Background: an optimization exercise with open tools, aiming at small area and a short achievable clock period. Do not read the settings as production practice.
Where RTL was checked, it was by simulation tests only, not by an equivalence proof against the original.
For runs 3 to 5, only the layout was checked, not whether the RTL still works.
No activity file was given, so power comes from the tool's default toggle rates.

===== design.v =====
`timescale 1ns / 1ps
module fixedFloatConversion(
  input wire clk,
  input wire rst,
  input wire[31:0] targetnumber,
  input wire[4:0] fixpointpos,
  input wire opcode,
  output reg[31:0] result);
wire        s  = targetnumber[31];
wire [30:0] t  = targetnumber[30:0];
wire        nz = |t;
wire [4:0] lz;
lzc32 ulz (.w({t ^ {31{s}}, 1'b1}), .lz(lz));
wire [9:0] d     = 10'd150 - {5'd0, fixpointpos} - {2'd0, targetnumber[30:23]};
wire       valid = (d[9:5] == 5'd0);
wire [4:0] bsh   = ~d[4:0];
wire [54:0] xa = {t, 24'd0};
wire [54:0] xb = {31'd0, 1'b1, t[22:0]};
wire [4:0]  sh = opcode ? bsh : lz;
wire pa1 = ~opcode & lz[4];
wire pa0 = ~opcode & ~lz[4];
wire pb1 = opcode & bsh[4];
wire pb0 = opcode & ~bsh[4];
wire [54:16] x1 = ({39{pa1}} & xa[38:0]) | ({39{pa0}} & xa[54:16])
                | ({39{pb1}} & xb[38:0]) | ({39{pb0}} & xb[54:16]);
wire [54:24] x2 = sh[3] ? x1[46:16] : x1[54:24];
wire [54:28] x3 = sh[2] ? x2[50:24] : x2[54:28];
wire [54:30] x4 = sh[1] ? x3[52:28] : x3[54:30];
wire [54:31] y  = sh[0] ? x4[53:30] : x4[54:31];
wire st = (~sh[2] & |x2[27:24]) | (~sh[1] & |x3[29:28]) | (~sh[0] & x4[30]);
wire        cin = ~opcode & st;
wire [24:0] vp;                  
prefix_or #(.N(25)) pb (.a({y[54:31], cin}), .y(vp));
wire [23:0] low = y[54:31] ^ ({24{s}} & vp[23:0]);
wire        pow2 = s & (&(t[30:1] | ~t[29:0]));
wire [7:0]  e  = 8'd157 - {3'd0, fixpointpos} - {3'd0, lz} + {7'd0, pow2};
wire keep = opcode ? valid : nz;
always @(posedge clk) begin
  result[22:0]  <= keep ? low[22:0] : 23'd0;
  result[30:23] <= keep ? (opcode ? {{7{s & vp[24]}}, low[23]} : e) : 8'd0;
  result[31]    <= keep & s & (~opcode | vp[24]);
end
endmodule
module lzc32 (
  input  wire [31:0] w,
  output wire [4:0]  lz);
  wire [15:0] z1; wire [15:0] c1;
  wire [7:0]  z2; wire [15:0] c2;
  wire [3:0]  z3; wire [11:0] c3;
  wire [1:0]  z4; wire [7:0]  c4;
  genvar i;
  generate
    for (i = 0; i < 16; i = i + 1) begin : l1
      assign z1[i] = ~(w[2*i+1] | w[2*i]);
      assign c1[i] = ~w[2*i+1];
    end
    for (i = 0; i < 8; i = i + 1) begin : l2
      assign z2[i] = z1[2*i+1] & z1[2*i];
      assign c2[2*i+1:2*i] = z1[2*i+1] ? {1'b1, c1[2*i]} : {1'b0, c1[2*i+1]};
    end
    for (i = 0; i < 4; i = i + 1) begin : l3
      assign z3[i] = z2[2*i+1] & z2[2*i];
      assign c3[3*i+2:3*i] = z2[2*i+1] ? {1'b1, c2[4*i+1:4*i]} : {1'b0, c2[4*i+3:4*i+2]};
    end
    for (i = 0; i < 2; i = i + 1) begin : l4
      assign z4[i] = z3[2*i+1] & z3[2*i];
      assign c4[4*i+3:4*i] = z3[2*i+1] ? {1'b1, c3[6*i+2:6*i]} : {1'b0, c3[6*i+5:6*i+3]};
    end
  endgenerate
  assign lz = z4[1] ? {1'b1, c4[3:0]} : {1'b0, c4[7:4]};
endmodule
module prefix_or #(parameter N = 32) (
  input  wire [N-1:0] a,
  output wire [N-1:0] y);
  localparam L = 5;               
  wire [N-1:0] p [0:L];
  assign p[0] = a;
  genvar k, i;
  generate
    for (k = 0; k < L; k = k + 1) begin : lv
      for (i = 0; i < N; i = i + 1) begin : bt
        if ((i >> k) & 1)
          assign p[k+1][i] = p[k][i] | p[k][((i >> k) << k) - 1];
        else
          assign p[k+1][i] = p[k][i];
      end
    end
  endgenerate
  assign y = p[L];
endmodule

===== config.mk =====
export PLATFORM = sky130hd
export DESIGN_NAME = fixedFloatConversion
export DESIGN_NICKNAME = fixedFloatConversion
export VERILOG_FILES = /design/flow/design.v
export SDC_FILE = /design/flow/constraint.sdc
export NUM_CORES = 4
export LEC_CHECK = 0
export ABC_AREA = 1
export CAP_MARGIN = 20
export CORE_MARGIN = 2
export CORE_UTILIZATION = 40
export SETUP_SLACK_MARGIN = 3.6
export SLEW_MARGIN = 20
export TNS_END_PERCENT = 0

===== flow/run.sh =====
#!/bin/bash
# Standard layout with two changes:
#  - synthesis maps with the ABC script flow/map.abc (registers untouched:
#    abc runs without -dff, so the standard synthesis's flip-flops remain);
#  - the port buffers are the smallest buffer cell.
set -euo pipefail
W=$(pwd)
export BUFFER_PORTS_ARGS="-buffer_cell sky130_fd_sc_hd__buf_1"
{
  echo 'proc abc {args} {'
  echo '  set i [lsearch $args -script]'
  echo "  if {\$i >= 0} { lset args [expr {\$i+1}] $W/flow/map.abc }"
  echo '  yosys abc {*}$args'
  echo '}'
  cat "$W/synth_recipe.tcl"
} > "$W/my_synth.tcl"
sed -E "s#'?SYNTH_SCRIPT=[^ ']*'?#SYNTH_SCRIPT=$W/my_synth.tcl#" "$W/standard.sh" > "$W/my_standard.sh"
grep -q "SYNTH_SCRIPT=$W/my_synth.tcl" "$W/my_standard.sh"
bash "$W/my_standard.sh" > "$W/standard.log" 2>&1

===== standard.sh =====
#!/bin/bash
# synth_recipe.tcl (not shown) runs the flow's synth.tcl, then flattens the netlist and writes it again
# the make line also repeats each setting of config.mk as NAME=value (left out here)
make -C /OpenROAD-flow-scripts/flow DESIGN_CONFIG=/design/flow/config.mk WORK_HOME=/design/flow/orfs CLKGATE_MAP_FILE= SYNTH_SCRIPT=/design/flow/synth_recipe.tcl "${@:-finish}"

===== flow/map.abc =====
strash
dch -f
map -B 0.9

===== constraint.sdc =====
create_clock -name core_clock -period 9.0 [get_ports {clk}]
set_input_delay 1.8000 -clock core_clock [delete_from_list [all_inputs] [get_ports {clk}]]
set_output_delay 1.8000 -clock core_clock [all_outputs]
set_load 0.01 [all_outputs]

==> results of run 1 <==
## cells in the mapped netlist, types with 3 or more instances
library cell	count	area, um^2
clkinv_1	81	304
xnor2_1	4	35.0
nor2_1	92	345
o211ai_1	3	22.5
nand2_1	393	1480
ha_1	19	238
nand4_1	8	50.1
o22ai_1	5	31.3
nor3_1	5	25.0
a21oi_1	50	250
xor2_1	3	26.3
o21ai_0	46	230
nor4_1	3	18.8
o21a_1	7	52.6
dfxtp_1	32	641
nand3_1	164	821
## timing repair
action | CTS | global route
pin swaps | 0 | 5
gates resized for setup | 15 | 33
buffers inserted | 0 | 7
cloned | 0 | 1
hold buffers | 0 | 0
setup endpoints to repair | 25 | 32
## per-layer routing
metal  global-route usage (%)  up-vias  wire (um)
li1                         -     3280          -
met1                     32.1     2766       7060
met2                     40.4      187       6960
met3                     4.86       26       1130
met4                     5.04        0        308
met5                        0        -          0
## power by group through the flow
stage	clock network [W]	logic (W)	registers, W
2_1_floorplan	0	0.000323	0.000197
3_3_place_gp	0	0.000463	0.000182
3_5_place_dp	0	0.000464	0.000181
4_1_cts	0.000212	0.000472	0.000179
5_1_grt	0.000218	0.000559	0.000181
6_report	0.000206	0.000490	0.000179
## layout make-up
| cell class | instances | area (um^2) | share of cell area, % |
|---|---|---|---|
| clock buffers | 7 | 153 | 2.72 |
| inverters | 81 | 322 | 5.72 |
| clock inverters | 1 | 30.0 | 0.535 |
| multi-input cells | 817 | 3870 | 68.9 |
| flip-flops and latches | 32 | 641 | 11.4 |
| well taps | 143 | 179 | 3.18 |
| repair buffers | 86 | 422 | 7.51 |
## path summary, 6_finish.rpt
path                  slack (ns)  cells past startpoint             start         end
worst min-delay path        2.05                      4            opcode  result[25]
worst max-delay path        3.95                     26  targetnumber[31]  result[28]
## cells by family (layout without fill, tap and decap cells)
logic type               Yosys count  after routing  synth area share, %
XOR/XNOR                           7              7                 1.30
flip-flops                        32             32                 13.6
AO/OA/AOI/OAI                    118            118                 13.6
adder cells (fa/ha/maj)           21             21                 5.91
buffers and inverters             81            175                 6.46
AND/OR/NAND/NOR                  671            671                 59.1
## critical path: stages
cell,delay (ns)
clkbuf_2,0.20
clkinvlp_4,0.17
buf_6,0.19
nand2_1,0.09
nand2_1,0.07
nand2_1,0.09
nor2_2,0.20
nand2_2,0.14
o21ai_2,0.23
nand2_1,0.10
nand2_1,0.07
clkinv_1,0.06
ha_1,0.31
clkinv_1,0.07
ha_1,0.26
nand2_1,0.06
nor2_1,0.04
a211oi_2,0.17
nor2_1,0.08
nor2_1,0.10
clkinv_1,0.06
a21oi_1,0.14
clkinv_1,0.09
a21oi_1,0.16
o21ai_0,0.13
a21oi_1,0.16
## through the flow
stage,hold WS [ns],total power (W),util [%]
CTS,2.02,0.000863,47.3
floorplan,1.93,0.000521,-
finish,2.05,0.000874,49.0
detailed placement,2.18,0.000645,45.4
global route,2.08,0.000958,49.0
global placement,2.19,0.000644,45.4
==> results.json, run 1 <==
{
  "yosysSeqAreaShare_pct": 13.6,
  "gp_congestion": 0.927,
  "final_cell_count_no_fill": 1167,
  "synth_area_mm2": 0.00470,
  "finalSetupViolCount": 0,
  "worstHoldPathType": "in -> reg",
  "die-area_mm2": 0.0126,
  "max_freq_mhz": 198,
  "regMostFlops": "result",
  "drt_iter0_drc": 468,
  "cts_root_buf": "clkbuf_16",
  "wl_per_cell_um": 13.2,
  "grt_antenna_before_repair": 0,
  "required_ns": 9.20,
  "async_flop_share_pct": 0,
  "fp-row-count": 39,
  "place_area_mm2": 0.00521,
  "cts_buffer_depth": 2,
  "ys_ff_latch": 32,
  "power_frac_seq_pct": 20.4,
  "numCtsBuffers": 5,
  "synth-main-ff-cell": "dfxtp_1",
  "slew_violations": 0,
  "hold_viol": 0,
  "die_h_um": 112,
  "vias": 6259,
  "cp_max_fo": 17,
  "core_mm2": 0.0115,
  "place_inst": 1151,
  "layout_commonest_cell": "nand2_1",
  "drtPass1Iterations": 5,
  "max_slew.worst_pin.slew_ns": 0.551,
  "wl_um": 15500,
  "num_io_pins": 72,
  "syn_nets": 991,
  "grtUsageTotal_pct": 24.1,
  "io_buffer_count": 70,
  "start_kind": "input port",
  "layout-drive-gt1-share_pct": 5.37,
  "cap_violations": 0,
  "synth_edf_count": 0,
  "avgSynthCellArea_um2": 5.06,
  "die_x_um": 112,
  "slew_headroom_pct": 63.2,
  "switchingPower_w": 0.000400,
  "start_util_pct": 41.0,
  "grt_pass1_vias": 5347,
  "finalWorstSetupSlack_ns": 3.95,
  "reg_top3": "result (32)",
  "diodes": 0,
  "status": "finished clean",
  "grt_start_max_net_pins": 60,
  "post_drt_via_cell_ratio": 5.36,
  "endpoint_kind": "flop",
  "clkSinkCount": 32,
  "fin_crit_sh_pct": 56.1,
  "drcViolationCount": 0,
  "cp.arrival_ns": 5.25,
  "pwr-share-clk_pct": 23.6,
  "cts_tree": "built",
  "power_density_mw_per_mm2": 156,
  "p_int_w": 0.000474,
  "drt.antenna.violating_nets": 0,
  "final_cell_mix": "nand2_1, nand3_1, nor2_1",
  "vdd_ir_drop_max_v": 0.000107,
  "htree_levels": 2,
  "area_growth_pct": 19.4,
  "p_leak_nw": 2.63,
  "largest_reg_flops": 32,
  "post-place-ws_ns": 2.80,
  "syn_inst": 930,
  "timing.setup.tns_ns": 0,
  "p_comb_share_pct": 56.0,
  "n_fill_cell": 1308,
  "nets": 1084,
  "cts.clk_slew.worst_paths_ns": 0.05,
  "post-dp-hpwl_um": 11700,
  "overflow": 0,
  "grt_pass1_wl_um": 25300,
  "switching_share_pct": 45.8,
  "worst-setup-path-type": "in -> reg",
  "post-route-min-period_ns": 5.05,
  "rsz0062_at_grt": "yes",
  "ys_types": 27,
  "fin_area_mm2": 0.00562,
  "yosysWarnings": 2
}
==> run 2, diff against run 1 <==
--- a/config.mk
+++ b/config.mk
@@ -10,3 +10,4 @@
 export CORE_MARGIN = 2
-export CORE_UTILIZATION = 40
+export CORE_UTILIZATION = 60
+export PLACE_DENSITY = 0.75
 export SETUP_SLACK_MARGIN = 3.6
==> run 2 against run 1 <==
Compared with the run above: still clean; fmax fell by 1.8%; utilization rose by 21 points; global-route usage rose by 11 points; critical path type unchanged.
==> results.json, run 2 <==
{
  "status": "finished clean",
  "postCtsSetupRepairBufs": 0,
  "vdd_ir_drop_max_v": 0.000144,
  "required_ns": 9.20,
  "area_growth_pct": 14.3,
  "switchingPower_w": 0.000392,
  "synth_area_leader_cell": "nand2_1",
  "vias": 6315,
  "critPathTopFamily": "compound AO/OA/AOI/OAI gates",
  "cp-endpoint": "result[28]",
  "crit_buf_inv": 7,
  "regMostFlops": "result",
  "crit_cells": 26,
  "layout-drive-gt1-share_pct": 3.94,
  "cap_violations": 0,
  "synth_mux_area_share_pct": 0,
  "die-area_mm2": 0.00856,
  "wl_um": 14300,
  "drt_iter0_drc": 526,
  "htree_levels": 2,
  "synthMostInstantiatedCell": "nand2_1",
  "reg_top3": "result (32)",
  "overflow": 0,
  "max_freq_mhz": 195,
  "max_stage_delay_ns": 0.32,
  "grt_util_met3_pct": 6.67,
  "grtUsageTotal_pct": 35.0,
  "die_x_um": 92.5,
  "synthXorXnorAreaFrac_pct": 1.30,
  "cts_buffer_depth": 2,
  "clkSinkCount": 32,
  "start_util_pct": 61.5,
  "slew_headroom_pct": 63.0,
  "yosysWarnings": 2,
  "post-dp-hpwl_um": 10900,
  "netlist.area_leader.share_pct": 31.4,
  "power_density_mw_per_mm2": 149,
  "path_common_cell": "nand2_1",
  "grt_busiest_layer": "met2",
  "num_io_pins": 72,
  "synth_area_mm2": 0.00470,
  "yosysSeqAreaShare_pct": 13.6,
  "rsz0062_at_grt": "yes",
  "drcViolationCount": 0,
  "max_slew.worst_pin.slew_ns": 0.551,
  "ys_types": 27,
  "syn_nets": 991,
  "worstHoldPathType": "in -> reg",
  "p_comb_share_pct": 60.8,
  "post-route-min-period_ns": 5.14,
  "start_kind": "input port",
  "pwr-share-clk_pct": 17.0,
  "cpMaxStageDelayCell": "ha_1",
  "grt_antenna_before_repair": 0,
  "power_frac_seq_pct": 22.2,
  "n_fill_cell": 806,
  "fin_crit_sh_pct": 57.1,
  "die_h_um": 92.5,
  "cts.clk_slew.worst_paths_ns": 0.06,
  "io_buffer_count": 70,
  "avgSynthCellArea_um2": 5.06,
  "worst-setup-path-type": "in -> reg",
  "drt.antenna.violating_nets": 0,
  "nets": 1075,
  "core_mm2": 0.00765,
  "gr-usage-met2_pct": 60.5,
  "fp-row-count": 32,
  "cts_root_buf": "clkbuf_8",
  "async_flop_share_pct": 0,
  "largest_reg_flops": 32,
  "p_int_w": 0.000407,
  "worstSetupStartpoint": "targetnumber[31]",
  "post_drt_via_cell_ratio": 5.65,
  "ys_ff_latch": 32,
  "syn_inst": 930,
  "synth_edf_count": 0,
  "synth_area_leaders": "nand2_1, nand3_1, dfxtp_1, nor2_1, clkinv_1",
  "grt_pass1_wl_um": 25000,
  "final_cell_mix": "nand2_1, nand3_1, nor2_1",
  "wl_per_cell_um": 12.8,
  "synth-main-ff-cell": "dfxtp_1",
  "cp_max_fo": 30,
  "yosys.area_share.simple_pct": 59.1,
  "ys_top_cells_by_count": "nand2_1, nand3_1, nor2_1",
  "diodes": 0,
  "grt_pass1_vias": 5674,
  "slew_violations": 0,
  "p_leak_nw": 2.53,
  "drtPass1Iterations": 6,
  "gp_congestion": 1.02,
  "cp.arrival_ns": 5.34,
  "synth_fa_ha_area_share_pct": 5.91,
  "grt_start_max_net_pins": 35,
  "finalSetupViolCount": 0,
  "switching_share_pct": 49.1,
  "numCtsBuffers": 5,
  "cts_tree": "built",
  "endpoint_kind": "flop",
  "hold_slack_ns": 2.04,
  "synth_compound_area_share_pct": 13.6,
  "grt_use_met1_pct": 44.8,
  "layout_commonest_cell": "nand2_1",
  "timing.setup.tns_ns": 0,
  "hold_viol": 0,
  "synth_top_family_by_area": "simple AND/OR/NAND/NOR gates"
}
==> run 2: cell counts after synthesis <==
Identical to the previous run, type by type.
==> run 2: logic make-up (layout without fill, tap and decap cells) <==
| logic type | Yosys count | count (layout) |
|---|---|---|
| xor+xnor | 7 | 7 |
| flops | 32 | 32 |
| fa+ha+maj | 21 | 21 |
| simple gates | 671 | 671 |
| compound gates | 118 | 118 |
| buf+inv | 81 | 166 |
==> run 2: repair_timing <==
action,in CTS,in global routing
pin swaps,0,2
resized for setup,12,27
setup endpoints to repair,27,30
gates cloned,0,0
hold buffers,0,0
==> run 2: tightest hold or removal path, stage by stage <==
cell    delay (ns)
buf_1         0.07
buf_4         0.22
nor2_1        0.13
nor2_1        0.05
==> run 2: worst min-delay path by stage <==
stage,start,depth (start not counted),to
after detailed placement,result[13],1,result[13]
after global routing,opcode,4,result[25]
after floorplan,opcode,2,result[24]
after CTS,opcode,4,result[24]
final,opcode,4,result[24]
after global placement,result[25],1,result[25]
==> run 2: routing by layer <==
layer  share of wire [%]  up-vias  wire length, um
li1                    -     3264                -
met1                  44     2738             6250
met2                  45      274             6480
met3                 8.4       39             1200
met4                 2.3        0              329
met5                   0        -                0
==> run 2: stage by stage <==
| step | worst slack [ns] | util (%) | cell area (um^2) | power [W] | std cells |
|---|---|---|---|---|---|
| after floorplan | 3.66 | - | 4700 | 0.000521 | 930 |
| after global placement | 2.78 | 67.3 | 5150 | 0.000634 | 1109 |
| after detailed placement | 2.73 | 67.3 | 5150 | 0.000640 | 1109 |
| after CTS | 3.52 | 69.0 | 5280 | 0.000781 | 1117 |
| after global routing | 3.56 | 70.3 | 5380 | 0.000883 | 1117 |
| final | 3.86 | 70.3 | 5380 | 0.000799 | 1117 |
==> run 2: layout make-up <==
class	instances	area, um^2	share of cell area [%]
Inverter	81	318	5.91
Clock inverter	2	35.0	0.651
Sequential cell	32	641	11.9
Timing Repair Buffer	77	325	6.05
Tap cell	102	128	2.37
Clock buffer	6	72.6	1.35
Multi-Input combinational cell	817	3860	71.8
==> run 2: power groups by stage <==
stage	sequential (W)	clock, W	combinational (W)
floorplan	0.000197	0	0.000323
global placement	0.000180	0	0.000454
detailed placement	0.000181	0	0.000459
CTS	0.000178	0.000137	0.000466
global route	0.000180	0.000143	0.000561
finish	0.000178	0.000136	0.000486
==> run 3, diff against run 2 <==
--- a/design.v
+++ b/design.v
@@ -35,3 +35,4 @@
 wire        pow2 = s & (&(t[30:1] | ~t[29:0]));
-wire [7:0]  e  = 8'd157 - {3'd0, fixpointpos} - {3'd0, lz} + {7'd0, pow2};
+wire [7:0]  ek = 8'd126 - {3'd0, fixpointpos} + {7'd0, pow2};
+wire [7:0]  e  = ek + {3'd0, ~lz};
 wire keep = opcode ? valid : nz;
--- a/config.mk
+++ b/config.mk
@@ -10,4 +10,3 @@
 export CORE_MARGIN = 2
-export CORE_UTILIZATION = 60
-export PLACE_DENSITY = 0.75
+export CORE_UTILIZATION = 40
 export SETUP_SLACK_MARGIN = 3.6
==> run 3 against run 2 <==
Compared with the run above: worst hold slack got worse by 0.13 ns; sequential share of layout area decreased by 0.31 points; combinational power increased by 0.8%; routed wire length increased by 5.7%; global-route usage decreased by 11 points; die area increased by 48%; non-clock buffer count decreased by 1; final area increased by 2.6%; highest routed layer unchanged.
==> results.json, run 3 <==
{
  "status": "finished clean",
  "slew_violations": 0,
  "grtUsageTotal_pct": 24.4,
  "synth_area_leader_cell": "nand2_1",
  "place_area_mm2": 0.00520,
  "p_leak_nw": 2.58,
  "fp-row-count": 39,
  "cp.arrival_ns": 5.24,
  "nets": 1065,
  "syn_inst": 921,
  "max_freq_mhz": 197,
  "grt_pass1_wl_um": 25800,
  "core_mm2": 0.0115,
  "fin_crit_sh_pct": 56.4,
  "layout_commonest_cell": "nand2_1",
  "seq_area_um2": 641,
  "async_flop_share_pct": 0,
  "multi_input_area_mm2": 0.00387,
  "synth-main-ff-cell": "dfxtp_1",
  "netlist.area_leader.share_pct": 31.5,
  "drt_iter0_drc": 451,
  "die_h_um": 112,
  "worst-setup-path-type": "in -> reg",
  "wl_um": 15100,
  "synth_area_mm2": 0.00471,
  "die-area_mm2": 0.0127,
  "clkSinkCount": 32,
  "ys_top_cells_by_count": "nand2_1, nand3_1, clkinv_1",
  "post-dp-hpwl_um": 11800,
  "num_io_pins": 72,
  "io_buffer_count": 70,
  "start_kind": "input port",
  "final_cell_mix": "nand2_1, nand3_1, clkinv_1",
  "hold_buffers": 0,
  "timing.setup.tns_ns": 0,
  "htree_levels": 2,
  "vias": 6182,
  "vdd_ir_drop_max_v": 0.000124,
  "numCtsBuffers": 5,
  "cts_root_buf": "clkbuf_16",
  "min_path_cells": 3,
  "drtPass1Iterations": 5,
  "die_x_um": 112,
  "min_to": "result[31]",
  "ys_types": 26,
  "area_growth_pct": 17.3,
  "grt_pass1_vias": 5455,
  "drcViolationCount": 0,
  "gp_congestion": 0.977,
  "cp_max_fo": 31,
  "max_slew.worst_pin.slew_ns": 0.566,
  "required_ns": 9.16,
  "worstHoldPathType": "in -> reg",
  "yosysSeqAreaShare_pct": 13.6,
  "postCtsSetupRepairBufs": 0,
  "grt_start_max_net_pins": 40,
  "reg_top3": "result (32)",
  "rsz0062_at_grt": "yes",
  "diodes": 0,
  "ys_ff_latch": 32,
  "cts_buffer_depth": 2,
  "grt_antenna_before_repair": 0,
  "cts.clk_slew.worst_paths_ns": 0.05,
  "synth_area_leaders": "nand2_1, nand3_1, dfxtp_1, clkinv_1, nor2_1",
  "drt.antenna.violating_nets": 0,
  "regMostFlops": "result",
  "n_fill_cell": 1312,
  "overflow": 0,
  "finalSetupViolCount": 0,
  "synth_edf_count": 0,
  "slew_headroom_pct": 62.0,
  "avgSynthCellArea_um2": 5.11,
  "yosysWarnings": 2,
  "hold_path.startpoint": "targetnumber[31]",
  "endpoint_kind": "flop",
  "synthMostInstantiatedCell": "nand2_1",
  "cts_tree": "built",
  "post_drt_via_cell_ratio": 5.39,
  "syn_nets": 982,
  "wl_per_cell_um": 13.1,
  "layout-drive-gt1-share_pct": 4.38,
  "largest_reg_flops": 32,
  "power_density_mw_per_mm2": 158,
  "start_util_pct": 41.0,
  "post-route-min-period_ns": 5.07,
  "final_core_util_pct": 48.1,
  "cap_violations": 0,
  "fin_area_mm2": 0.00552,
  "hold_viol": 0
}
run 3: cell count changes after synthesis, sizes merged, moves of 2 or more:
| cell | change |
|---|---|
| a21oi | -4 |
| nand2 | +2 |
| nand4 | +4 |
| nor2 | -18 |
| nor3 | +3 |
| o211ai | -2 |
| or2 | +2 |
| xor2 | +7 |
run 3: worst max path at each step:
| stage | start | end | depth (start not counted) |
|---|---|---|---|
| floorplan | targetnumber[31] | result[16] | 21 |
| global placement | targetnumber[31] | result[17] | 26 |
| detailed placement | targetnumber[31] | result[24] | 24 |
| CTS | targetnumber[31] | result[28] | 24 |
| global route | targetnumber[31] | result[28] | 27 |
| finish | fixpointpos[0] | result[24] | 23 |
run 3: layout make-up:
cell class / count / share of cell area [%]
repair buffers: 76 / 5.99
flip-flops and latches: 32 / 11.6
clock buffers: 7 / 2.77
inverters: 80 / 5.76
well taps: 143 / 3.24
clock inverters: 1 / 0.544
multi-input cells: 809 / 70.1
run 3: metal layers:
metal / global-route usage, % / wire length (um) / part of all wire [%] / vias up
met2: 40.3 / 6840 / 45 / 169
met5: 0 / 0 / 0 / -
met4: 5.45 / 277 / 1.8 / 0
li1: - / - / - / 3240
met3: 4.05 / 920 / 6.1 / 25
met1: 33.6 / 7050 / 47 / 2748
run 3: where the power goes:
part           switching (W)  internal (W)  total (W)
combinational       0.000334      0.000156   0.000490
sequential        0.00000710      0.000172   0.000179
clock              0.0000593      0.000145   0.000205
total               0.000400      0.000473   0.000873
run 3: metrics by stage:
stage / power (W) / hold WS, ns / std cells / setup WS (ns)
floorplan: 0.000527 / 1.93 / 921 / 3.68
global placement: 0.000648 / 2.19 / 1140 / 2.02
detailed placement: 0.000651 / 2.18 / 1140 / 2.02
CTS: 0.000867 / 2.00 / 1148 / 3.63
global route: 0.000963 / 1.92 / 1148 / 3.56
finish: 0.000873 / 1.91 / 1148 / 3.93
run 3: cells by family (layout without fill, tap and decap cells):
group	after synthesis	after routing	share of synthesized area, %
fa+ha+maj	21	21	5.90
xor+xnor	15	15	2.79
simple gates	661	661	58.4
buf+inv	80	164	6.38
flops	32	32	13.6
compound gates	112	112	12.9
run 3: what timing repair did:
action,in CTS,in global routing
gates cloned,0,0
pin swaps,0,2
setup endpoints to repair,32,32
gates resized for setup,16,27
run 3: critical path, cell delays in order:
cell and delay, ns:
clkbuf_2 0.12, ha_1 0.24, xnor2_1 0.15, ha_1 0.36, nand2_1 0.08, o21ai_1 0.20
xor2_1 0.26, or2_2 0.18, nand2_4 0.18, nand2_1 0.16, nand2_1 0.10, nand2_1 0.09
nand3_1 0.11, nand3_1 0.10, nand2_1 0.08, nor2_1 0.13, nand3_2 0.15, nor2_4 0.24
nand4_1 0.18, nand2_1 0.10, nand2_1 0.05, nand2_1 0.12, nor2_1 0.07
==> run 4, diff against run 3 <==
--- a/flow/run.sh
+++ b/flow/run.sh
@@ -4,3 +4,4 @@
 #    abc runs without -dff, so the standard synthesis's flip-flops remain);
-#  - the port buffers are the smallest buffer cell.
+#  - the port buffers are the smallest buffer cell;
+#  - no adder cells (ADDER_MAP_FILE empty): abc maps the adders as logic.
 set -euo pipefail
@@ -8,2 +9,4 @@
 export BUFFER_PORTS_ARGS="-buffer_cell sky130_fd_sc_hd__buf_1"
+# no half/full adder cells: the adders are left to abc as plain logic
+export ADDER_MAP_FILE=""
 {
==> run 4 against run 3 <==
Compared with the run above: still clean; sequential cell count is the same; area after synthesis is 6.4% lower; total power decreased by 12%; critical path depth increased by 1; highest routed layer unchanged.
==> results.json, run 4 <==
{
  "post_drt_via_cell_ratio": 5.71,
  "clkSinkCount": 32,
  "cts_tree": "built",
  "ys_ff_latch": 32,
  "synthXorXnorAreaFrac_pct": 4.97,
  "fp-row-count": 38,
  "core_mm2": 0.0108,
  "min_to": "result[0]",
  "largest_reg_flops": 32,
  "post-place-ws_ns": 2.35,
  "wl_met3_um": 1330,
  "area_growth_pct": 21.0,
  "synth_fa_ha_area_share_pct": 0,
  "p_leak_nw": 2.22,
  "fin_area_mm2": 0.00533,
  "endpoint_kind": "flop",
  "yosysWarnings": 2,
  "drt.antenna.violating_nets": 0,
  "max_stage_delay_ns": 0.32,
  "cts_buffer_depth": 2,
  "place_inst": 1052,
  "max_slew.worst_pin.slew_ns": 1.00,
  "cp.arrival_ns": 5.30,
  "slew_headroom_pct": 33.3,
  "drtPass1Iterations": 6,
  "slew_violations": 0,
  "vias": 6131,
  "synth_edf_count": 0,
  "vdd_ir_drop_max_v": 0.0000838,
  "rsz0062_at_grt": "no",
  "ys_types": 25,
  "grt_pass1_wl_um": 25000,
  "wl_um": 15900,
  "start_util_pct": 40.8,
  "post-dp-hpwl_um": 11400,
  "timing.setup.tns_ns": 0,
  "final_cell_count_no_fill": 1073,
  "synth_area_leaders": "nand3_1, nand2_1, dfxtp_1, nor2_1, clkinv_1",
  "hold_slack_ns": 2.04,
  "finalWorstSetupSlack_ns": 3.88,
  "numCtsBuffers": 5,
  "syn_inst": 838,
  "worst-setup-path-type": "in -> reg",
  "syn_nets": 878,
  "worstSetupStartpoint": "targetnumber[12]",
  "cpMaxStageDelayCell": "o21ai_1",
  "wl_met2_um": 7270,
  "status": "finished clean",
  "layout_commonest_cell": "nand3_1",
  "cap_violations": 0,
  "synth_top_family_by_area": "simple AND/OR/NAND/NOR gates",
  "nets": 972,
  "netlist.area_leader.share_pct": 26.7,
  "cp_max_fo": 26,
  "cts.clk_slew.worst_paths_ns": 0.08,
  "required_ns": 9.18,
  "yosys.area_share.simple_pct": 59.3,
  "async_flop_share_pct": 0,
  "cts_root_buf": "clkbuf_8",
  "regMostFlops": "result",
  "yosysSeqAreaShare_pct": 14.5,
  "grtUsageTotal_pct": 26.3,
  "min_path_cells": 4,
  "path_common_cell": "nand2_1",
  "start_kind": "input port",
  "hold_viol": 0,
  "layout-drive-gt1-share_pct": 6.86,
  "htree_levels": 2,
  "worstHoldPathType": "in -> reg",
  "num_io_pins": 72,
  "path_cells": "buf_1, clkinv_1, nand2_1, nand3_1, nor2_2, nand2_1, o21ai_1, nand2_1, nand2_1, nand2_1, nand2_1, buf_6, nand3_1, nand3_1, nand3_1, nand2_1, nand3_2, nor2_4, buf_12, nand2_1, nand2_1, nand2_1, o21ai_0, a21oi_1",
  "fin_crit_sh_pct": 56.8,
  "synthMostInstantiatedCell": "nand2_1",
  "hold_buffers": 0,
  "gp_congestion": 0.962,
  "synth-main-ff-cell": "dfxtp_1",
  "diodes": 0,
  "power_density_mw_per_mm2": 144,
  "seq_area_um2": 641,
  "top_layer": "met4",
  "multi_input_area_mm2": 0.00366,
  "synth_area_leader_cell": "nand3_1",
  "die_h_um": 109,
  "drt-met1-wl_um": 6830,
  "final_cell_mix": "nand3_1, nand2_1, nor2_1",
  "reg_top3": "result (32)",
  "synth_area_mm2": 0.00441,
  "max_freq_mhz": 195,
  "die_x_um": 109,
  "finalSetupViolCount": 0,
  "synth_compound_area_share_pct": 15.4,
  "grt_pass1_vias": 5244,
  "overflow": 0,
  "grt_start_max_net_pins": 63,
  "grt_antenna_before_repair": 0,
  "drt_iter0_drc": 555,
  "place_area_mm2": 0.00489,
  "synth_mux_area_share_pct": 0,
  "hold_path.startpoint": "targetnumber[31]",
  "post-route-min-period_ns": 5.12,
  "ys_top_cells_by_count": "nand2_1, nand3_1, nor2_1",
  "n_fill_cell": 1212,
  "drcViolationCount": 0,
  "die-area_mm2": 0.0119,
  "io_buffer_count": 70,
  "wl_per_cell_um": 14.8,
  "avgSynthCellArea_um2": 5.26
}
run 4: through the flow:
stage	utilization [%]	total power (W)
after global routing	49.4	0.000845
after global placement	45.3	0.000588
after floorplan	-	0.000476
after CTS	47.2	0.000743
final	49.4	0.000768
after detailed placement	45.3	0.000591
run 4: routing by layer:
layer  vias up  GRT usage, %
li1       3104             -
met1      2713          33.9
met2       266          44.0
met3        48          4.60
met4         0          8.70
met5         -             0
run 4: power breakdown:
| part | switching [W] | internal (W) |
|---|---|---|
| Sequential | 0.00000607 | 0.000170 |
| Clock | 0.0000603 | 0.0000819 |
| Combinational | 0.000303 | 0.000147 |
run 4: worst max path at each step:
stage | to | slack [ns] | depth (start not counted)
2_1_floorplan | result[19] | 3.60 | 21
3_3_place_gp | result[27] | 2.35 | 24
3_5_place_dp | result[27] | 2.35 | 24
4_1_cts | result[27] | 3.61 | 27
5_1_grt | result[18] | 3.59 | 24
6_report | result[18] | 3.88 | 24
run 4: cell families (layout without fill, tap and decap cells):
group	after synthesis	count (layout)
flops	32	32
xor+xnor	25	25
buf+inv	68	160
simple gates	593	596
compound gates	120	120
run 4: what timing repair did:
| action | 4_1_cts | 5_1_grt |
|---|---|---|
| setup buffers | 2 | 6 |
| gates cloned | 0 | 5 |
| resized for setup | 19 | 35 |
| pin swaps | 1 | 5 |
| endpoints found under the setup margin | 30 | 28 |
run 4: area by class of cell:
| class | instances | area share (%) |
|---|---|---|
| clock inverter | 3 | 0.798 |
| clock buffer | 5 | 1.29 |
| sequential | 32 | 12.0 |
| timing repair buffer | 84 | 8.48 |
| inverter | 68 | 5.38 |
| multi-input combinational | 741 | 68.7 |
| tap | 140 | 3.29 |
run 4: critical path, delay by kind of cell:
| kind | cells | cell delay, ns |
|---|---|---|
| AOI/OAI and AO/OA | 3 | 0.54 |
| buffers and inverters | 4 | 0.94 |
| and+or+nand+nor | 17 | 1.98 |
==> run 5, diff against run 4 <==
--- a/config.mk
+++ b/config.mk
@@ -10,3 +10,4 @@
 export CORE_MARGIN = 2
-export CORE_UTILIZATION = 40
+export CORE_UTILIZATION = 60
+export PLACE_DENSITY = 0.75
 export SETUP_SLACK_MARGIN = 3.6
==> run 5 against run 4 <==
Compared with the run above: die area fell by 32%; routed wire length rose by 4.4%; critical path type unchanged; non-clock buffer count rose by 4; highest routed layer unchanged; clock-buffer cell count did not move; synthesized cell count did not move.
==> results.json, run 5 <==
{
  "fin_crit_sh_pct": 58.5,
  "cts_root_buf": "clkbuf_8",
  "largest_reg_flops": 32,
  "ys_ff_latch": 32,
  "synth_area_leader_cell": "nand3_1",
  "grt_pass1_vias": 5447,
  "finalSetupViolCount": 0,
  "fp-row-count": 31,
  "grt_antenna_before_repair": 0,
  "cp_max_fo": 29,
  "pwr-share-clk_pct": 18.2,
  "yosysSeqAreaShare_pct": 14.5,
  "max_freq_mhz": 190,
  "post-dp-hpwl_um": 11400,
  "yosysWarnings": 2,
  "worstSetupStartpoint": "targetnumber[31]",
  "syn_nets": 878,
  "start_util_pct": 61.4,
  "synth_area_mm2": 0.00441,
  "max_stage_delay_ns": 0.25,
  "worstHoldPathType": "in -> reg",
  "synth_area_leaders": "nand3_1, nand2_1, dfxtp_1, nor2_1, clkinv_1",
  "drt_iter0_drc": 896,
  "grt_start_max_net_pins": 48,
  "multi_input_area_mm2": 0.00368,
  "die-area_mm2": 0.00804,
  "vias": 6649,
  "p_comb_share_pct": 59.2,
  "endpoint_kind": "flop",
  "status": "finished clean",
  "gp_congestion": 0.977,
  "post-place-ws_ns": 2.24,
  "io_buffer_count": 70,
  "required_ns": 9.18,
  "synthMostInstantiatedCell": "nand2_1",
  "cp.arrival_ns": 5.44,
  "drt.antenna.violating_nets": 0,
  "cts.clk_slew.worst_paths_ns": 0.07,
  "num_io_pins": 72,
  "ys_types": 25,
  "htree_levels": 2,
  "netlist.area_leader.share_pct": 26.7,
  "grt_pass1_wl_um": 25000,
  "path_common_cell": "nand2_1",
  "switchingPower_w": 0.000385,
  "power_density_mw_per_mm2": 147,
  "hold_viol": 0,
  "numCtsBuffers": 5,
  "area_growth_pct": 20.4,
  "cap_violations": 0,
  "finalWorstSetupSlack_ns": 3.74,
  "rsz0062_at_grt": "yes",
  "cts_buffer_depth": 2,
  "drtPass1Iterations": 6,
  "core_mm2": 0.00718,
  "drcViolationCount": 0,
  "cts_tree": "built",
  "p_leak_nw": 2.25,
  "async_flop_share_pct": 0,
  "die_h_um": 89.7,
  "path_cells": "clkbuf_4, buf_12, xnor2_2, nand2_1, nor2_1, nand2_1, nor2_2, nand2_1, nand2_1, nand2_2, nand2_8, inv_8, nand3_1, nand3_1, nand2_1, nor2_1, nor2_2, nand3_1, nor2_4, nand2_1, nand2_1, nand2_1, o21ai_0, a21oi_1",
  "final_cell_mix": "nand3_1, nand2_1, nor2_1",
  "power_frac_seq_pct": 22.6,
  "wl_per_cell_um": 16.0,
  "reg_top3": "result (32)",
  "syn_inst": 838,
  "die_x_um": 89.7,
  "synth_edf_count": 0,
  "seq_area_um2": 641,
  "post_drt_via_cell_ratio": 6.42,
  "cpMaxStageDelayCell": "nor2_2",
  "timing.setup.tns_ns": 0,
  "overflow": 0,
  "max_slew.worst_pin.slew_ns": 0.961,
  "start_kind": "input port",
  "regMostFlops": "result",
  "diodes": 0,
  "clkSinkCount": 32,
  "worst-setup-path-type": "in -> reg",
  "hold_buffers": 0,
  "vdd_ir_drop_max_v": 0.000103,
  "slew_violations": 0,
  "switching_share_pct": 49.2,
  "n_fill_cell": 627,
  "layout-drive-gt1-share_pct": 6.94,
  "ys_top_cells_by_count": "nand2_1, nand3_1, nor2_1",
  "grtUsageTotal_pct": 39.0,
  "avgSynthCellArea_um2": 5.26,
  "final_core_util_pct": 73.9,
  "wl_um": 16600,
  "p_int_w": 0.000398,
  "nets": 976,
  "cp-endpoint": "result[18]",
  "post-route-min-period_ns": 5.26,
  "slew_headroom_pct": 35.9,
  "synth-main-ff-cell": "dfxtp_1"
}
==> run 5: cell count changes in the layout (fill, tap and decap cells not counted), moves of 2 or more <==
cell,delta
clkinv_4,+2
nor2_1,+3
buf_1,+2
nor2_4,-2
xnor2_2,+2
xnor2_1,-2
buf_4,+7
clkbuf_2,-2
o21ai_0,+4
inv_8,-3
buf_12,-2
nand2_2,-3
o21ai_1,-4
==> run 5: worst max-delay path, delay by kind of cell <==
kind / cells / cell delay, ns
AO/OA/AOI/OAI: 2 / 0.22
AND/OR/NAND/NOR: 18 / 2.75
XOR/XNOR: 1 / 0.18
buffers and inverters: 3 / 0.47
==> run 5: cell type report <==
type                            instances  area share, %
Sequential cell                        32           12.1
Clock buffer                            5           1.30
Clock inverter                          3          0.802
Multi-Input combinational cell        741           69.5
Timing Repair Buffer                   88           8.63
Inverter                               68           5.40
Tap cell                               99           2.33
==> run 5: metal layers <==
metal	up-vias	GRT usage (%)	wire (um)
met3	101	5.58	1930
li1	3126	-	-
met2	503	64.5	7530
met5	-	0	0
met4	0	16.1	766
met1	2919	50.6	6380
==> run 5: repair_timing <==
item / 4_1_cts / 5_1_grt
cloned: 1 / 4
gates resized for setup: 20 / 27
setup endpoints to repair: 32 / 27
pin swaps: 1 / 6
setup buffers: 3 / 10
==> run 5: power by group through the flow <==
stage          Sequential, W  Combinational [W]  Clock, W
6_report            0.000177           0.000463  0.000143
5_1_grt             0.000180           0.000514  0.000148
2_1_floorplan       0.000196           0.000281         0
3_3_place_gp        0.000179           0.000396         0
3_5_place_dp        0.000180           0.000410         0
4_1_cts             0.000177           0.000422  0.000141
==> run 5: cells by family after synthesis <==
group / count (synthesis) / synth area share (%)
AND/OR/NAND/NOR: 593 / 59.3
flip-flops: 32 / 14.5
XOR/XNOR: 25 / 4.97
AO/OA/AOI/OAI: 120 / 15.4
buffers and inverters: 68 / 5.79
==> run 5: how the worst min path moves through the flow <==
| stage | from | endpoint | slack [ns] | depth (start not counted) |
|---|---|---|---|---|
| after floorplan | opcode | result[25] | 1.93 | 2 |
| after global placement | result[4] | result[4] | 2.19 | 1 |
| after detailed placement | result[19] | result[19] | 2.19 | 1 |
| after CTS | fixpointpos[4] | result[30] | 2.04 | 6 |
| after global routing | fixpointpos[4] | result[30] | 2.13 | 6 |
| final | fixpointpos[4] | result[30] | 2.05 | 6 |
==> run 5: through the flow <==
step	area, um^2	cells	power [W]	hold WS (ns)
2_1_floorplan	4420	838	0.000476	1.93
3_3_place_gp	4830	1010	0.000575	2.19
3_5_place_dp	4830	1010	0.000589	2.19
4_1_cts	5070	1022	0.000740	2.04
5_1_grt	5310	1036	0.000842	2.13
6_report	5310	1036	0.000782	2.05
==> run 6, diff against run 5 <==
--- a/design.v
+++ b/design.v
@@ -35,4 +35,3 @@
 wire        pow2 = s & (&(t[30:1] | ~t[29:0]));
-wire [7:0]  ek = 8'd126 - {3'd0, fixpointpos} + {7'd0, pow2};
-wire [7:0]  e  = ek + {3'd0, ~lz};
+wire [7:0]  e  = 8'd157 - {3'd0, fixpointpos} - {3'd0, lz} + {7'd0, pow2};
 wire keep = opcode ? valid : nz;
==> run 6 against run 5 <==
Compared with the run above: non-clock buffer count decreased by 5; global-route usage increased by 0.60 points; fmax increased by 0.67%; critical path depth decreased by 2; clock power decreased by 3%; combinational power increased by 1%; first-iteration DRC count increased by 17%; via count increased by 2.3%; final area decreased by 1.0%; sequential power about the same; synthesized cell count increased by 2.3%.
==> results.json, run 6 <==
{
  "synth_top_family_by_area": "simple AND/OR/NAND/NOR gates",
  "slew_headroom_pct": 46.5,
  "switching_share_pct": 49.4,
  "final_cell_mix": "nand3_1, nand2_1, nor2_1",
  "path_cells": "buf_1, clkinv_1, nand2_1, o21ai_0, nand2_1, clkinv_1, nand2_1, nor2_1, o21ai_1, nand3_1, nand2_8, nand3_1, nand3_1, nand2_1, nor2_1, nand2_1, nor2_4, nand2_1, nand2_1, nand2_1, o21ai_1, a21oi_1",
  "power_density_mw_per_mm2": 150,
  "switchingPower_w": 0.000388,
  "yosysWarnings": 2,
  "cp.arrival_ns": 5.40,
  "numCtsBuffers": 5,
  "drt_iter0_drc": 1049,
  "ys_ff_latch": 32,
  "hold_slack_ns": 2.01,
  "power_frac_seq_pct": 22.7,
  "p_leak_nw": 2.21,
  "place_area_mm2": 0.00487,
  "synthXorXnorAreaFrac_pct": 3.35,
  "max_slew.worst_pin.slew_ns": 0.795,
  "pwr-share-clk_pct": 17.7,
  "async_flop_share_pct": 0,
  "final_cell_count_no_fill": 1049,
  "grt_pass1_vias": 5981,
  "p_int_w": 0.000399,
  "regMostFlops": "result",
  "yosysSeqAreaShare_pct": 14.4,
  "synth_area_mm2": 0.00444,
  "drtPass1Iterations": 7,
  "place_inst": 1031,
  "cpMaxStageDelayCell": "o21ai_1",
  "die_x_um": 90.0,
  "timing.setup.tns_ns": 0,
  "worstHoldPathType": "in -> reg",
  "wl_per_cell_um": 16.0,
  "netlist.area_leader.share_pct": 27.3,
  "reg_top3": "result (32)",
  "vdd_ir_drop_max_v": 0.000139,
  "cts_root_buf": "clkbuf_8",
  "drcViolationCount": 0,
  "clkSinkCount": 32,
  "die-area_mm2": 0.00810,
  "cap_violations": 0,
  "synth_area_leader_cell": "nand3_1",
  "synth_fa_ha_area_share_pct": 0,
  "max_freq_mhz": 191,
  "syn_nets": 897,
  "post-dp-hpwl_um": 12000,
  "endpoint_kind": "flop",
  "grt_antenna_before_repair": 0,
  "finalSetupViolCount": 0,
  "fp-row-count": 31,
  "syn_inst": 857,
  "synth_compound_area_share_pct": 16.3,
  "avgSynthCellArea_um2": 5.18,
  "slew_violations": 0,
  "grtUsageTotal_pct": 39.6,
  "num_io_pins": 72,
  "grt_pass1_wl_um": 27000,
  "layout-drive-gt1-share_pct": 6.32,
  "fin_crit_sh_pct": 58.1,
  "htree_levels": 2,
  "fin_area_mm2": 0.00525,
  "ys_types": 27,
  "cts_buffer_depth": 2,
  "diodes": 0,
  "vias": 6799,
  "nets": 989,
  "worst-setup-path-type": "in -> reg",
  "core_mm2": 0.00721,
  "hold_viol": 0,
  "synth_area_leaders": "nand3_1, nand2_1, dfxtp_1, nor2_1, clkinv_1",
  "start_util_pct": 61.5,
  "post_drt_via_cell_ratio": 6.48,
  "wl_um": 16800,
  "synthMostInstantiatedCell": "nand3_1",
  "cts.clk_slew.worst_paths_ns": 0.07,
  "io_buffer_count": 70,
  "synth-main-ff-cell": "dfxtp_1",
  "cts_tree": "built",
  "gp_congestion": 1.05,
  "status": "finished clean",
  "cp_max_fo": 27,
  "grt_start_max_net_pins": 51,
  "yosys.area_share.simple_pct": 58.9,
  "synth_edf_count": 0,
  "post-route-min-period_ns": 5.23,
  "path_common_cell": "nand2_1",
  "synth_mux_area_share_pct": 0,
  "rsz0062_at_grt": "yes",
  "layout_commonest_cell": "nand3_1",
  "hold_buffers": 0,
  "required_ns": 9.18,
  "max_stage_delay_ns": 0.30,
  "largest_reg_flops": 32,
  "overflow": 0,
  "die_h_um": 90.0,
  "area_growth_pct": 18.3,
  "start_kind": "input port",
  "p_comb_share_pct": 59.6,
  "drt.antenna.violating_nets": 0,
  "ys_top_cells_by_count": "nand3_1, nand2_1, nor2_1"
}
## run 6: cell types whose count changed after synthesis, sizes merged, moves of 4 or more
cell    delta
o21ai     +18
clkinv    +15
nand2      -7
o211ai     -6
xor2       -4
nor2       +6
nand3      +7
xnor2      -4
nor3       -5
## run 6: cells by family after synthesis
group | Yosys count
AOI/OAI and AO/OA | 131
buffers and inverters | 83
DFF | 32
xor gates and xnor gates | 17
and+or+nand+nor | 594
## run 6: what timing repair did
action,in CTS,in global routing
pin swaps,3,6
cloned,1,1
gates resized for setup,23,38
setup endpoints to repair,32,28
hold endpoints to repair,0,0
buffers inserted,1,7
## run 6: cell type report
| class | instances | area (um^2) |
|---|---|---|
| clock buffers | 6 | 72.6 |
| clock inverters | 2 | 35.0 |
| fillers | 644 | 1960 |
| inverters | 83 | 333 |
| multi-input cells | 744 | 3630 |
| flip-flops and latches | 32 | 641 |
| well taps | 99 | 124 |
| repair buffers | 83 | 415 |
## run 6: worst paths after layout
kind	from	endpoint	depth (start not counted)
setup / recovery	targetnumber[11]	result[18]	22
hold / removal	fixpointpos[4]	result[30]	6
## run 6: metrics by stage
stage               setup slack, ns  total power [W]  utilization (%)
floorplan                      3.63         0.000479                -
global placement               1.85         0.000580             67.5
detailed placement             1.57         0.000598             67.5
CTS                            3.56         0.000745             70.2
global route                   3.56         0.000838             72.8
finish                         3.77         0.000787             72.8
## run 6: worst max-delay path: cells and delay by family
| kind | cells | cell delay [ns] |
|---|---|---|
| buf+inv | 3 | 0.62 |
| simple gates | 15 | 2.29 |
| compound gates | 4 | 0.69 |
## run 6: power by group through the flow
stage	Combinational, W	Clock [W]	Sequential, W
finish	0.000469	0.000139	0.000179
global route	0.000514	0.000144	0.000180
CTS	0.000430	0.000137	0.000178
detailed placement	0.000416	0	0.000181
global placement	0.000400	0	0.000180
floorplan	0.000283	0	0.000197
## run 6: routing by layer
metal  vias to the layer above  part of all wire, %  GRT usage, %
li1                       3153                    -             -
met1                      2921                   38          48.7
met5                         -                    0             0
met4                         0                  6.0          21.3
met3                       153                   11          6.45
met2                       572                   45          66.1
==> run 7, diff against run 6 <==
--- a/config.mk
+++ b/config.mk
@@ -10,4 +10,3 @@
 export CORE_MARGIN = 2
-export CORE_UTILIZATION = 60
-export PLACE_DENSITY = 0.75
+export CORE_UTILIZATION = 40
 export SETUP_SLACK_MARGIN = 3.6
==> run 7 against run 6 <==
Compared with the run above: global-route usage is 14 points lower; critical path depth is 3 higher; synthesized cell count unchanged; clock-buffer cell count decreased by 1; total power down 3.8%; highest routed layer unchanged; sequential cell count unchanged; largest cell class unchanged; via count shrank 8.1%; routed wire length down 7.1%; worst hold slack got worse by 0.15 ns; final area increased by 2.0%; still clean; die area is 48% higher.
==> results.json, run 7 <==
{
  "status": "finished clean",
  "drcViolationCount": 0,
  "endpoint_kind": "flop",
  "cp_max_fo": 31,
  "largest_reg_flops": 32,
  "avgSynthCellArea_um2": 5.18,
  "num_io_pins": 72,
  "gp_congestion": 0.960,
  "fp-row-count": 38,
  "cts.clk_slew.worst_paths_ns": 0.07,
  "syn_nets": 897,
  "vias": 6249,
  "synth_area_leader_cell": "nand3_1",
  "numCtsBuffers": 5,
  "async_flop_share_pct": 0,
  "netlist.area_leader.share_pct": 27.3,
  "cts_buffer_depth": 2,
  "drt.antenna.violating_nets": 0,
  "area_growth_pct": 20.7,
  "n_fill_cell": 1223,
  "worst-setup-path-type": "in -> reg",
  "required_ns": 9.19,
  "yosysSeqAreaShare_pct": 14.4,
  "drt_iter0_drc": 652,
  "yosysWarnings": 2,
  "max_slew.worst_pin.slew_ns": 0.653,
  "reg_top3": "result (32)",
  "htree_levels": 2,
  "synth-main-ff-cell": "dfxtp_1",
  "start_util_pct": 41.0,
  "power_density_mw_per_mm2": 141,
  "p_leak_nw": 2.22,
  "diodes": 0,
  "grt_antenna_before_repair": 0,
  "critPathTopFamily": "simple AND/OR/NAND/NOR gates",
  "final_cell_count_no_fill": 1093,
  "path_common_cell": "nand2_1",
  "cts_root_buf": "clkbuf_8",
  "overflow": 0,
  "max_freq_mhz": 198,
  "synth_area_leaders": "nand3_1, nand2_1, dfxtp_1, nor2_1, clkinv_1",
  "post-route-min-period_ns": 5.06,
  "syn_inst": 857,
  "multi_input_area_mm2": 0.00365,
  "layout-drive-gt1-share_pct": 5.98,
  "synth_area_mm2": 0.00444,
  "cts_tree": "built",
  "timing.setup.tns_ns": 0,
  "fin_crit_sh_pct": 56.2,
  "post-dp-hpwl_um": 11600,
  "synth_edf_count": 0,
  "seq_area_um2": 641,
  "slew_violations": 0,
  "rsz0062_at_grt": "no",
  "layout_commonest_cell": "nand3_1",
  "crit_buf_inv": 4,
  "post_drt_via_cell_ratio": 5.72,
  "ys_ff_latch": 32,
  "cpMaxStageDelayCell": "or2_2",
  "cp.arrival_ns": 5.25,
  "place_inst": 1074,
  "die-area_mm2": 0.0120,
  "nets": 992,
  "synthMostInstantiatedCell": "nand3_1",
  "grtUsageTotal_pct": 25.8,
  "grt_start_max_net_pins": 51,
  "grt_pass1_wl_um": 24600,
  "place_area_mm2": 0.00493,
  "finalSetupViolCount": 0,
  "die_h_um": 109,
  "final_cell_mix": "nand3_1, nand2_1, nor2_1",
  "wl_um": 15600,
  "ys_top_cells_by_count": "nand3_1, nand2_1, nor2_1",
  "cap_violations": 0,
  "regMostFlops": "result",
  "clkSinkCount": 32,
  "worstHoldPathType": "in -> reg",
  "wl_per_cell_um": 14.3,
  "vdd_ir_drop_max_v": 0.000101,
  "grt_pass1_vias": 5071,
  "ys_types": 27,
  "core_mm2": 0.0108,
  "max_stage_delay_ns": 0.32,
  "hold_viol": 0,
  "fin_area_mm2": 0.00536,
  "die_x_um": 109,
  "slew_headroom_pct": 56.1,
  "io_buffer_count": 70,
  "drtPass1Iterations": 5,
  "start_kind": "input port"
}
run 7: changes by cell type in the layout (fill, tap and decap cells not counted), moves of 2 or more:
cell,previous run,this run
buf_1,59,67
buf_4,9,6
buf_6,1,3
clkbuf_2,9,1
nand2_2,2,4
nand2_4,2,4
nand3_4,0,2
o21ai_0,51,49
o21ai_1,5,8
run 7: final timing paths:
path	from	to	depth (start not counted)
min	targetnumber[31]	result[31]	3
max	targetnumber[31]	result[27]	25
run 7: cell type report:
cell class	count	share of cell area, %
Tap cell	140	3.27
Clock buffer	5	1.28
Inverter	83	6.16
Multi-Input combinational cell	746	68.1
Timing Repair Buffer	84	8.41
Sequential cell	32	12.0
Clock inverter	3	0.794
run 7: what timing repair did:
action                                  CTS  global route
buffers inserted                          0             5
hold buffers                              0             0
gates cloned                              0             6
gates resized for setup                  19            39
pin swaps                                 0             6
endpoints found under the setup margin   32            29
run 7: cells by family (layout without fill, tap and decap cells):
kind of cell / count (synthesis) / in the layout / synth area share, %
AOI/OAI and AO/OA: 131 / 131 / 16.3
and+or+nand+nor: 594 / 598 / 58.9
xor gates and xnor gates: 17 / 17 / 3.35
buffers and inverters: 83 / 175 / 7.02
DFF: 32 / 32 / 14.4
run 7: routing by layer:
metal	part of all wire [%]	track usage [%]	wire (um)
met4	2.6	6.33	406
met2	44	42.1	6940
met5	0	0	0
met1	44	34.8	6840
met3	9.1	5.28	1410
run 7: per-stage QoR:
step | hold slack (ns) | utilization, % | power, W | setup WS, ns
3_3_place_gp | 2.18 | 45.5 | 0.000590 | 2.31
6_report | 1.86 | 49.4 | 0.000758 | 3.94
2_1_floorplan | 1.92 | - | 0.000479 | 3.63
5_1_grt | 1.88 | 49.4 | 0.000833 | 3.60
3_5_place_dp | 2.19 | 45.5 | 0.000592 | 2.32
4_1_cts | 1.87 | 47.1 | 0.000738 | 3.65
run 7: tightest hold or removal path, cell delays in order:
cell and delay [ns]:
buf_8 0.16, o21ai_0 0.10, nor2_1 0.04
run 7: report_power, final:
| part | switching [W] | total [W] | leakage, nW | internal [W] |
|---|---|---|---|---|
| sequential | 0.00000626 | 0.000177 | 0.268 | 0.000171 |
| clock | 0.0000561 | 0.000138 | 0.0541 | 0.0000818 |
| combinational | 0.000299 | 0.000443 | 1.89 | 0.000144 |
| total | 0.000361 | 0.000758 | 2.22 | 0.000397 |
==> run 8, diff against run 7 <==
--- a/config.mk
+++ b/config.mk
@@ -11,3 +11,3 @@
 export CORE_UTILIZATION = 40
-export SETUP_SLACK_MARGIN = 3.6
+export SETUP_SLACK_MARGIN = 3.9
 export SLEW_MARGIN = 20
==> run 8 against run 7 <==
Compared with the run above: still clean on timing, DRC and antenna; combinational power increased by 8.8%; global-route usage increased by 0.36 points; final area increased by 6.0%; routed wire length increased by 5.1%; non-clock buffer count increased by 14.
==> results.json, run 8 <==
{
  "finalWorstSetupSlack_ns": 4.14,
  "synth_mux_area_share_pct": 0,
  "synth_top_family_by_area": "simple AND/OR/NAND/NOR gates",
  "syn_inst": 857,
  "timing.setup.tns_ns": 0,
  "yosysSeqAreaShare_pct": 14.4,
  "post-route-min-period_ns": 4.86,
  "io_buffer_count": 70,
  "start_kind": "input port",
  "synth_edf_count": 0,
  "wl_per_cell_um": 14.8,
  "cp.arrival_ns": 5.05,
  "required_ns": 9.19,
  "seq_area_um2": 641,
  "drt_iter0_drc": 486,
  "synthXorXnorAreaFrac_pct": 3.35,
  "avgSynthCellArea_um2": 5.18,
  "status": "finished clean",
  "final_cell_count_no_fill": 1109,
  "wl_um": 16400,
  "synth_area_leader_cell": "nand3_1",
  "grtUsageTotal_pct": 26.2,
  "syn_nets": 897,
  "worstHoldPathType": "in -> reg",
  "die-area_mm2": 0.0120,
  "layout_commonest_cell": "nand3_1",
  "regMostFlops": "result",
  "final_cell_mix": "nand3_1, nand2_1, clkinv_1",
  "synth_area_mm2": 0.00444,
  "fp-row-count": 38,
  "endpoint_kind": "flop",
  "slew_violations": 0,
  "drcViolationCount": 0,
  "async_flop_share_pct": 0,
  "hold_viol": 0,
  "reg_top3": "result (32)",
  "hold_path.startpoint": "fixpointpos[4]",
  "yosysWarnings": 2,
  "clkSinkCount": 32,
  "synth_compound_area_share_pct": 16.3,
  "finalSetupViolCount": 0,
  "vias": 6291,
  "num_io_pins": 72,
  "min_path_cells": 6,
  "ys_types": 27,
  "grt_start_max_net_pins": 51,
  "synth-main-ff-cell": "dfxtp_1",
  "rsz0062_at_grt": "no",
  "max_slew.worst_pin.slew_ns": 0.756,
  "post-place-ws_ns": 2.39,
  "drt.antenna.violating_nets": 0,
  "cts.clk_slew.worst_paths_ns": 0.07,
  "nets": 1008,
  "cts_tree": "built",
  "diodes": 0,
  "cap_violations": 0,
  "worst-setup-path-type": "in -> reg",
  "grt_antenna_before_repair": 0,
  "area_growth_pct": 27.9,
  "ys_top_cells_by_count": "nand3_1, nand2_1, nor2_1",
  "largest_reg_flops": 32,
  "layout-drive-gt1-share_pct": 11.5,
  "post_drt_via_cell_ratio": 5.67,
  "fin_crit_sh_pct": 54.0,
  "ys_ff_latch": 32,
  "n_fill_cell": 1174,
  "post-dp-hpwl_um": 11400,
  "die_x_um": 109,
  "slew_headroom_pct": 49.1,
  "netlist.area_leader.share_pct": 27.3,
  "yosys.area_share.simple_pct": 58.9,
  "htree_levels": 2,
  "gp_congestion": 0.952,
  "drtPass1Iterations": 5,
  "place_inst": 1072,
  "max_freq_mhz": 206,
  "power_density_mw_per_mm2": 143,
  "min_to": "result[30]",
  "core_mm2": 0.0108,
  "vdd_ir_drop_max_v": 0.0000871,
  "grt_pass1_vias": 5125,
  "die_h_um": 109,
  "p_leak_nw": 2.37,
  "worstSetupStartpoint": "targetnumber[11]",
  "cts_root_buf": "clkbuf_8",
  "synth_fa_ha_area_share_pct": 0,
  "hold_buffers": 0,
  "cts_buffer_depth": 2,
  "numCtsBuffers": 5,
  "synthMostInstantiatedCell": "nand3_1",
  "overflow": 0,
  "cp_max_fo": 15,
  "grt_pass1_wl_um": 24800,
  "multi_input_area_mm2": 0.00381,
  "synth_area_leaders": "nand3_1, nand2_1, dfxtp_1, nor2_1, clkinv_1",
  "start_util_pct": 41.0
}
## run 8: cell counts after synthesis
No cell type changed its count.
## run 8: metrics by stage
step           total power, W  hold WS, ns  util, %  area (um^2)
2_1_floorplan        0.000480         1.92        -         4450
3_3_place_gp         0.000589         2.19     45.5         4930
3_5_place_dp         0.000591         2.18     45.5         4930
4_1_cts              0.000767         2.00     48.6         5270
5_1_grt              0.000884         2.04     52.4         5680
6_report             0.000812         2.02     52.4         5680
## run 8: kinds of logic (layout without fill, tap and decap cells)
kind of cell / count (synthesis) / count (layout)
simple gates: 594 / 599
compound gates: 131 / 131
xor+xnor: 17 / 17
flops: 32 / 32
buf+inv: 83 / 190
## run 8: how the worst max path moves through the flow
stage and endpoint:
6_report result[27], 4_1_cts result[19], 3_3_place_gp result[27], 3_5_place_dp result[27]
5_1_grt result[29], 2_1_floorplan result[27]
## run 8: cell type report
type / count / share of cell area [%]
multi-input combinational: 747 / 67.1
sequential: 32 / 11.3
timing repair buffer: 98 / 10.2
inverter: 83 / 5.95
tap: 140 / 3.09
clock buffer: 7 / 1.70
clock inverter: 1 / 0.529
timing repair inverter: 1 / 0.154
## run 8: power by group
part	internal (W)	switching (W)	total (W)	leakage, nW
clock network	0.0000976	0.0000552	0.000153	0.0645
logic	0.000165	0.000317	0.000482	2.03
registers	0.000171	0.00000664	0.000177	0.268
## run 8: what timing repair did
item / in CTS / in global routing
buffers inserted: 2 / 17
pin swaps: 7 / 14
resized for setup: 34 / 68
setup endpoints to repair: 32 / 29
cloned: 5 / 5
## run 8: per-layer routing
| metal | vias up | track usage, % | share of wire [%] |
|---|---|---|---|
| met5 | - | 0 | 0 |
| met4 | 0 | 7.59 | 2.7 |
| met3 | 36 | 5.63 | 8.9 |
| met2 | 306 | 42.0 | 45 |
| met1 | 2756 | 35.2 | 44 |
| li1 | 3193 | - | - |
## run 8: critical path: stages
cell and delay [ns]:
buf_1 0.26, clkinv_1 0.22, nand2_1 0.10, o21ai_0 0.08
nand2_1 0.08, clkinv_1 0.10, nand2_1 0.19, nand2_2 0.13
nand2_1 0.11, nand2_2 0.14, nand2_8 0.18, nand3_1 0.15
nand3_1 0.16, nand3_1 0.11, nand3_1 0.08, nand2_1 0.08
nor2_1 0.14, nand3_2 0.14, nor2_4 0.15, buf_12 0.14
nand4_1 0.14, nand2_1 0.09, nand2_1 0.06, nand2_2 0.14
nor2_1 0.07
==> run 9, diff against run 8 <==
--- a/flow/run.sh
+++ b/flow/run.sh
@@ -1,3 +1,3 @@
 #!/bin/bash
-# Standard layout with two changes:
+# Standard layout with three changes:
 #  - synthesis maps with the ABC script flow/map.abc (registers untouched:
==> flow/map.abc (replaced) <==
strash
dch -f
map -B 0.9
topo
stime -c
buffer -c
--- a/config.mk
+++ b/config.mk
@@ -11,3 +11,3 @@
 export CORE_UTILIZATION = 40
-export SETUP_SLACK_MARGIN = 3.9
+export SETUP_SLACK_MARGIN = 3.6
 export SLEW_MARGIN = 20
==> run 9 against run 8 <==
Compared with the run above: final cell count increased by 1.4%; die area increased by 14%; sequential power about the same; worst hold slack improved by 0.037 ns; sequential share of layout area increased by 0.51 points; via count decreased by 2.1%; routed wire length decreased by 2.1%; sequential cell count unchanged; utilization decreased by 9.0 points; largest power group unchanged.
==> results.json, run 9 <==
{
  "fp-row-count": 41,
  "power.total_w": 0.000807,
  "synthXorXnorAreaFrac_pct": 2.94,
  "layout-drive-gt1-share_pct": 5.67,
  "vdd_ir_drop_max_v": 0.0000647,
  "yosysWarnings": 2,
  "cts_buffer_depth": 2,
  "max_freq_mhz": 197,
  "regMostFlops": "result",
  "max_slew.worst_pin.slew_ns": 0.773,
  "vias": 6160,
  "final_core_util_pct": 43.4,
  "core_mm2": 0.0125,
  "synth_top_family_by_area": "simple AND/OR/NAND/NOR gates",
  "syn_nets": 942,
  "ys_types": 37,
  "largest_reg_flops": 32,
  "start_kind": "input port",
  "syn_inst": 902,
  "min_path_cells": 4,
  "io_buffer_count": 70,
  "finalSetupViolCount": 0,
  "drt.antenna.violating_nets": 0,
  "status": "finished clean",
  "synthMostInstantiatedCell": "nand3_1",
  "post-route-min-period_ns": 5.07,
  "async_flop_share_pct": 0,
  "p_leak_nw": 2.51,
  "synth_area_leaders": "nand3_1, nand2_1, dfxtp_1, clkbuf_8, nor2_1",
  "cts_root_buf": "clkbuf_16",
  "gp_congestion": 0.967,
  "power_density_mw_per_mm2": 149,
  "cp.arrival_ns": 5.22,
  "layout_commonest_cell": "nand3_1",
  "synth_edf_count": 0,
  "nets": 991,
  "grt_start_max_net_pins": 51,
  "diodes": 0,
  "timing.setup.tns_ns": 0,
  "n_fill_cell": 1438,
  "wl_um": 16100,
  "yosysSeqAreaShare_pct": 12.6,
  "synth_compound_area_share_pct": 14.3,
  "synth_mux_area_share_pct": 0,
  "synth_fa_ha_area_share_pct": 0,
  "wl_per_cell_um": 14.3,
  "die_h_um": 117,
  "drt_iter0_drc": 738,
  "grt_antenna_before_repair": 0,
  "ys_ff_latch": 32,
  "ys_top_cells_by_count": "nand3_1, nand2_1, nor2_1",
  "die_x_um": 117,
  "endpoint_kind": "flop",
  "final_cell_mix": "nand3_1, nand2_1, nor2_1",
  "cp_max_fo": 25,
  "reg_top3": "result (32)",
  "hold_viol": 0,
  "slew_headroom_pct": 48.0,
  "die-area_mm2": 0.0136,
  "yosys.area_share.simple_pct": 51.8,
  "worst-setup-path-type": "in -> reg",
  "clkSinkCount": 32,
  "synth_area_leader_cell": "nand3_1",
  "cap_violations": 0,
  "overflow": 0,
  "numCtsBuffers": 5,
  "fin_crit_sh_pct": 56.3,
  "rsz0062_at_grt": "yes",
  "grt_pass1_vias": 5251,
  "area_growth_pct": 7.10,
  "synth_area_mm2": 0.00507
}
run 9: changes by cell type after synthesis, moves of 2 or more:
cell | before | now
buf_6 | 0 | 2
nand2_2 | 0 | 2
clkinv_1 | 83 | 0
inv_1 | 0 | 82
buf_4 | 0 | 2
clkdlybuf4s50_2 | 0 | 2
clkbuf_8 | 0 | 37
nand2_1 | 235 | 233
run 9: final timing paths:
check	start	endpoint	slack [ns]
worst min-delay path	targetnumber[31]	result[31]	2.05
worst max-delay path	targetnumber[13]	result[18]	3.93
run 9: critical path, cell delays in order:
cell	delay [ns]
buf_1	0.17
inv_1	0.17
o21ai_0	0.36
nand2_1	0.11
inv_1	0.11
nand2_1	0.14
nor2_1	0.16
o21ai_2	0.11
nand3_1	0.23
nand2_4	0.19
inv_8	0.22
nand3_1	0.11
nand3_1	0.08
nand3_1	0.12
nand2_1	0.10
nand3_1	0.15
nor2_1	0.12
buf_4	0.19
nand2_1	0.14
nand2_1	0.13
nand2_1	0.07
o21ai_0	0.15
a21oi_1	0.06
run 9: timing repair:
item,4_1_cts,5_1_grt
buffers inserted,4,2
cloned,2,5
hold buffers,0,0
pin swaps,0,6
setup endpoints to repair,32,31
resized for setup,18,34
run 9: per-layer routing:
| metal | part of all wire (%) | global-route usage (%) | up-vias |
|---|---|---|---|
| met5 | 0 | 0 | - |
| met4 | 1.6 | 4.16 | 0 |
| met3 | 7.7 | 2.80 | 17 |
| met2 | 44 | 37.0 | 258 |
| met1 | 47 | 33.9 | 2740 |
| li1 | - | - | 3145 |
run 9: stage by stage:
stage	cell area (um^2)	hold slack, ns	instances
after floorplan	5070	2.10	902
after global placement	4980	2.19	1103
after detailed placement	4980	2.19	1103
after CTS	5240	2.05	1117
after global routing	5430	2.07	1124
final	5430	2.05	1124
run 9: cells by family (layout without fill, tap and decap cells):
group,Yosys count,after routing
flip-flops,32,32
XOR/XNOR,17,17
buffers and inverters,128,174
AO/OA/AOI/OAI,131,131
AND/OR/NAND/NOR,594,598
run 9: where the power goes:
group	switching [W]	internal (W)
clock network	0.0000579	0.000130
logic	0.000301	0.000141
registers	0.00000626	0.000171
total	0.000365	0.000442
run 9: area by class of cell:
cell class | instances | area (um^2) | area share [%]
tap | 172 | 215 | 3.96
sequential | 32 | 641 | 11.8
clock buffer | 6 | 129 | 2.37
clock inverter | 2 | 35.0 | 0.645
multi-input combinational | 746 | 3670 | 67.5
inverter | 83 | 327 | 6.01
timing repair buffer | 81 | 403 | 7.42
timing repair inverter | 2 | 15.0 | 0.276

Re-timed with assumed drivers on the ports (clkbuf_16 on the clock, buf_2 on other inputs), run 9 has 3.910 ns of setup slack against 3.935 ns with ideal ports, and 3.608 ns once port delays also move by the mid clock arrival of 0.302 ns.
